Context: an optimization exercise on an open-source flow, tuned for small area, a short achievable clock period and few clock cycles per item. The choices shown serve that exercise and are no tape-out recipe. RTL that was checked went through simulation tests only; none was proved equivalent to the original. Power is estimated from default activity; no workload was simulated.

==> flow/design.v (excerpt) <==
module RFILE(clk, rst, A_x, A_y, B_x, B_y, C_x, C_y, rssiA, rssiB, rssiC,
             valueA, valueB, valueC, expA, expB, expC, busy, out_valid, xt, yt);
Size: roughly 5500 cells after synthesis, ~260 flip-flops, roughly 40000 µm² of cells after synthesis.
Settings: LEC_CHECK=0, ABC_AREA=1, CAP_MARGIN=20, CORE_MARGIN=2, CORE_UTILIZATION=40, SLEW_MARGIN=20; clock period 115.0 ns.
standard.sh (not shown) runs the stock make flow with config.mk's settings and CLKGATE_MAP_FILE= SYNTH_SCRIPT=/design/flow/synth_recipe.tcl, a recipe that flattens the netlist after the stock synthesis.
==> flow/flow/run.sh <==
#!/bin/bash
# Standard layout (the standard.sh) with two changes:
#  - synthesis script flow/syn.tcl (the standard flow's script, Yosys synth -noabc),
#  - port buffers are sky130_fd_sc_hd__buf_1 (every port still gets one).
set -euo pipefail
HERE=$(pwd)
sed -e "s#SYNTH_SCRIPT=[^ ]*#SYNTH_SCRIPT=$HERE/flow/syn.tcl#" \
    -e "s#make -C #make BUFFER_PORTS_ARGS='-buffer_cell sky130_fd_sc_hd__buf_1' -C #" \
    standard.sh > flow_standard.sh
grep -q "flow/syn.tcl" flow_standard.sh
grep -q "BUFFER_PORTS_ARGS" flow_standard.sh
bash flow_standard.sh finish > make.log 2>&1
==> flow/flow/syn.tcl <==
# The standard flow's synthesis script (synth_recipe.tcl) with one change: Yosys's generic
# synth runs without its early "abc -fast" pass (-noabc). That pass rewrites
# the XOR/majority logic so that extract_fa builds full adders with inverted
# pins and leaves inverters between them. Registers are unchanged.
proc synth {args} { yosys synth -nofsm -noshare -noabc {*}$args }
source $::env(SCRIPTS_DIR)/synth.tcl
# left out here: clear keep_hierarchy, flatten, clean up, hide names made inside functions, write 1_2_yosys.v
Testbench counts at the start, summed over its fixed seeds: cycles 4,791, items 512.
==> next run, changes <==
--- a/flow/design.v
+++ b/flow/design.v
@@ -1,38 +1,41 @@
 `timescale 1ns/10ps
 module RFILE(clk, rst, A_x, A_y, B_x, B_y, C_x, C_y, rssiA, rssiB, rssiC,
              valueA, valueB, valueC, expA, expB, expC, busy, out_valid, xt, yt);
 input           clk;
 input           rst;
 input  [7:0]    A_x, A_y, B_x, B_y, C_x, C_y;
 input  [19:0]   rssiA, rssiB, rssiC;
 input  [15:0]   valueA, valueB, valueC;
 output reg [11:0] expA, expB, expC;
 output          busy;
 output reg      out_valid;
 output reg [7:0] xt, yt;
+reg  [4:0] t;
 reg  [8:0] ph;            
 reg  [2:0] k;             
 reg        knz;           
 reg  [2:0] cnt;           
 wire       first = ph[7];
 wire [2:0] cn = first ? ({1'b0, fs} + k) : cnt - 3'd1;
 wire       fin = ph[8] && (cn == 3'd1);
 reg  [1:0] fc;            
 wire       fe = (fc != 2'd0);
 always @(posedge clk or posedge rst) begin
     if (rst) begin
+        t <= 5'd0;
         ph <= 9'd1;
         out_valid <= 1'b0;
     end else begin
+        t <= fin ? 5'd0 : (t == 5'd8) ? t : t + 5'd1;
         ph <= fin ? 9'd1 : {ph[8] | ph[7], ph[6:0], 1'b0};
         out_valid <= fin;
     end
 end
 assign busy = ~out_valid;
 always @(posedge clk) begin
     cnt <= cn;
     if (first) fc <= fs - 2'd1;
     else if (fc != 2'd0) fc <= fc - 2'd1;
 end
 function [13:0] f_exp(input [19:0] u);
     reg [19:0] z; reg [2:0] r, rn; reg [16:0] q; integer j; reg b;
@@ -674,28 +677,28 @@
 wire sq_407 = sq_374 ^ sq_375 ^ sq_406;
 wire sq_408 = (sq_374 & sq_375) | (sq_374 & sq_406) | (sq_375 & sq_406);
 wire [15:0] sq_sum = {sq_407, sq_405, sq_403, sq_401, sq_399, sq_397, sq_395, sq_393, sq_391, sq_389, sq_387, sq_385, sq_383, sq_381, sq_379, sq_377};
 wire [15:0] w = sq_sum;
 always @(posedge clk) begin
     vr <= ph[3] ? valueA : ph[4] ? valueB : valueC;
     {cx, cy} <= ph[3] ? {A_x, A_y} : ph[4] ? {B_x, B_y} : {C_x, C_y};
 end
 reg  [15:0] c0, c1;
 always @(posedge clk) begin
     if (ph[0]) c0 <= {A_x, B_x};
     else if (ph[4]) c0 <= w;
-    else c0 <= c0 - w;
+    else if (ph[5]) c0 <= c0 - w;
     if (ph[0]) c1 <= {C_x, A_y};
     else if (ph[5]) c1 <= w;
-    else c1 <= c1 - w;
+    else if (ph[6]) c1 <= c1 - w;
 end
 wire signed [8:0] x0 = {1'b0, c0[7:0]} - {1'b0, c0[15:8]};
 wire signed [8:0] nx1 = {1'b0, c0[7:0]} - {1'b0, c1[15:8]};    
 wire signed [8:0] ny0 = {1'b0, c1[7:0]} - {1'b0, g[15:8]};     
 wire signed [8:0] y1 = {1'b0, g[7:0]} - {1'b0, g[15:8]};
 wire [15:0] ma = ph[6] ? c0 : first ? c1 : ph[2] ? {{7{fx[17]}}, fx[17:9]} : {{7{fx[8]}}, fx[8:0]};
 wire [8:0]  mpx = ph[2] ? fy[17:9] : ph[3] ? fy[8:0] : ph[6] ? fx[17:9] : fx[8:0];
 wire [8:0]  mpy = ph[6] ? fy[8:0] : fy[17:9];
 wire        mcx = ph[3];
 wire [24:0] madx = ph[3] ? ~{{6{rx[18]}}, rx} : first ? {rx[18], rx, fx[17:13]} : 25'd0;
 wire [24:0] mady = first ? {ry[18], ry, fy[4:0]} : 25'd0;
 wire mx_0 = (ma[0] & mpx[0]);
Effect: Via count increases by 1.1%. Critical path depth decreases by 106. Cell area increases by 2.2%. Hold slack improved by 0.049 ns. Total power decreases by 0.62%. Synthesized cell count stays flat. Clock skew increases by 0.011 ns. Clock-buffer cell count decreases by 7. Utilization decreases by 0.24 points. Non-clock buffer count increases by 9. Fmax increases by 2.8%. Setup slack improved by 0.67 ns. Sequential share of layout area increases by 0.42 points.
No functional check of the RTL was part of the second run of this note.


== old ==
RFILE, a different RTL version from the one above (not shown whole).
Size in the first run: roughly 5000 cells after synthesis, roughly 240 flip-flops, about 38000 um2 of cells after synthesis.
==> flow/design.v (excerpt) <==
module RFILE(clk, rst, A_x, A_y, B_x, B_y, C_x, C_y, rssiA, rssiB, rssiC,
             valueA, valueB, valueC, expA, expB, expC, busy, out_valid, xt, yt);
clock: 115.0 ns
lec_check: 0
abc_area: 1
cap_margin: 20
core_margin: 2
core_utilization: 40
slew_margin: 20
==> flow/flow/run.sh <==
#!/bin/bash
# Standard layout (the standard.sh) with two changes:
#  - synthesis script flow/syn.tcl (the standard flow's script with Yosys synth -noabc and
#    the final ABC mapping done by flow/abc_map.script),
#  - port buffers are sky130_fd_sc_hd__buf_1 (every port still gets one).
set -euo pipefail
HERE=$(pwd)
export FLOW_ABC_SCRIPT=$HERE/flow/abc_map.script
sed -e "s#SYNTH_SCRIPT=[^ ]*#SYNTH_SCRIPT=$HERE/flow/syn.tcl#" \
    -e "s#make -C #make BUFFER_PORTS_ARGS='-buffer_cell sky130_fd_sc_hd__buf_1' -C #" \
    standard.sh > flow_standard.sh
grep -q "flow/syn.tcl" flow_standard.sh
grep -q "BUFFER_PORTS_ARGS" flow_standard.sh
bash flow_standard.sh finish > make.log 2>&1
==> flow/flow/abc_map.script <==
strash
dch -f
map -D 18000
topo
stime -c
buffer -c
upsize -c
dnsize -c
==> flow/flow/syn.tcl <==
# The standard flow's synthesis script (synth_recipe.tcl) with two changes to the
# combinational mapping only; registers are unchanged:
#  - Yosys's generic synth runs without its early "abc -fast" pass (-noabc).
#    That pass rewrites XOR/majority logic so that extract_fa builds full
#    adders with inverted pins and leaves inverters between them.
#  - The final ABC mapping uses flow/abc_map.script (delay-targeted mapping
#    with area recovery, then the usual buffering and sizing) in place of the
#    ORFS script, whose delay target of 115 ps makes it map for speed only.
proc synth {args} { yosys synth -nofsm -noshare -noabc {*}$args }
proc abc {args} {
  set i [lsearch -exact $args -script]
  if {$i >= 0 && [info exists ::env(FLOW_ABC_SCRIPT)]} {
    lset args [expr {$i + 1}] $::env(FLOW_ABC_SCRIPT)
  }
  puts "abc mapping script: [lindex $args [expr {$i + 1}]]"
  yosys abc {*}$args
}
source $::env(SCRIPTS_DIR)/synth.tcl
# left out here: clear keep_hierarchy, flatten, clean up, hide names made inside functions, write 1_2_yosys.v
old: full flow OK, the timing, DRC and antenna checks passed
Testbench counts of old, summed over its fixed seeds: cycles 4,835, items 512.
[inputs] new vs old
--- a/flow/design.v
+++ b/flow/design.v
@@ -17,25 +17,24 @@
 wire       first = ph[7];
 wire [2:0] cn = first ? ({1'b0, fs} + k) : cnt - 3'd1;
 wire       fin = ph[8] && (cn == 3'd1);
 reg  [1:0] fc;            
 wire       fe = (fc != 2'd0);
 always @(posedge clk or posedge rst) begin
     if (rst) begin
         ph <= 9'd1;
         out_valid <= 1'b0;
-        busy <= 1'b1;
     end else begin
         ph <= fin ? 9'd1 : {ph[8] | ph[7], ph[6:0], 1'b0};
         out_valid <= fin;
-        busy <= ~fin;
     end
 end
+always @(posedge clk) busy <= ~fin;
 always @(posedge clk) begin
     cnt <= cn;
     if (first) fc <= fs - 2'd1;
     else if (fc != 2'd0) fc <= fc - 2'd1;
 end
 function [13:0] f_exp(input [19:0] u);
     reg [19:0] z; reg [2:0] r, rn; reg [16:0] q; integer j; reg b;
     begin
         z = 20'd806912 - u;
- new went all the way through the flow, and no timing, DRC or antenna check failed.
- Total setup violations reported at the end of the flow: new vs old identical
- new against old: signal arrival time at the worst endpoint went down, share of synthesized area spent on multiplexers did not really move, leakage dissipation went down.
- When the final numbers for new and old were put side by side, the core utilization turned out to be smaller in new.
- Reported for new and old, sum of overflow across all layers after global routing turned out identical to the last digit.
- When new is set beside old, its placement-stage worst setup slack turns out to be 170 ps larger.
- Of new and old, the higher met1 capacity usage during global routing belongs to new.
- new ended up with a higher count of non-CTS inverters in the layout than old did.
- Delta (new minus old): routed wire length increased 1.7%; first-iteration DRC count increased 2.3%; post-route fraction of the period consumed by the critical path essentially unchanged.
- Higher total power after layout goes to old over new.
Only the layout flow was run in new; the RTL was not checked for function there.

[what the ideal ports hide]
No port has a modelled driver above. Below, the same layouts with a new extraction and two added sets of constraints.
Step 1 sets driving cells, clkbuf_16 on the clock port and buf_2 on the other inputs (assumed; they add their load-dependent delay and slew).
Step 2, shift: input delay + t, output delay - t, t = (earliest + latest rising clock arrival at the registers) / 2. This alone moves slack from input paths to output paths.
Slacks: ideal / step 1 / step 2; pairs: ideal / step 1.
| run | t (ns) | setup slack, ns | worst slew at a driven data input, ns |
|---|---|---|---|
| the first run of note 1 | 0.603 | 90.150 / 90.150 / 90.150 | 0.10 |
| the second run of note 1 | 0.624 | 90.820 / 90.757 / 91.256 | 0.07 |
| old | 0.661 | 90.644 / 90.573 / 90.745 | 0.07 |
| new | 0.675 | 90.777 / 90.712 / 90.858 | 0.11 |
After both steps setup and hold are still met in every run listed.
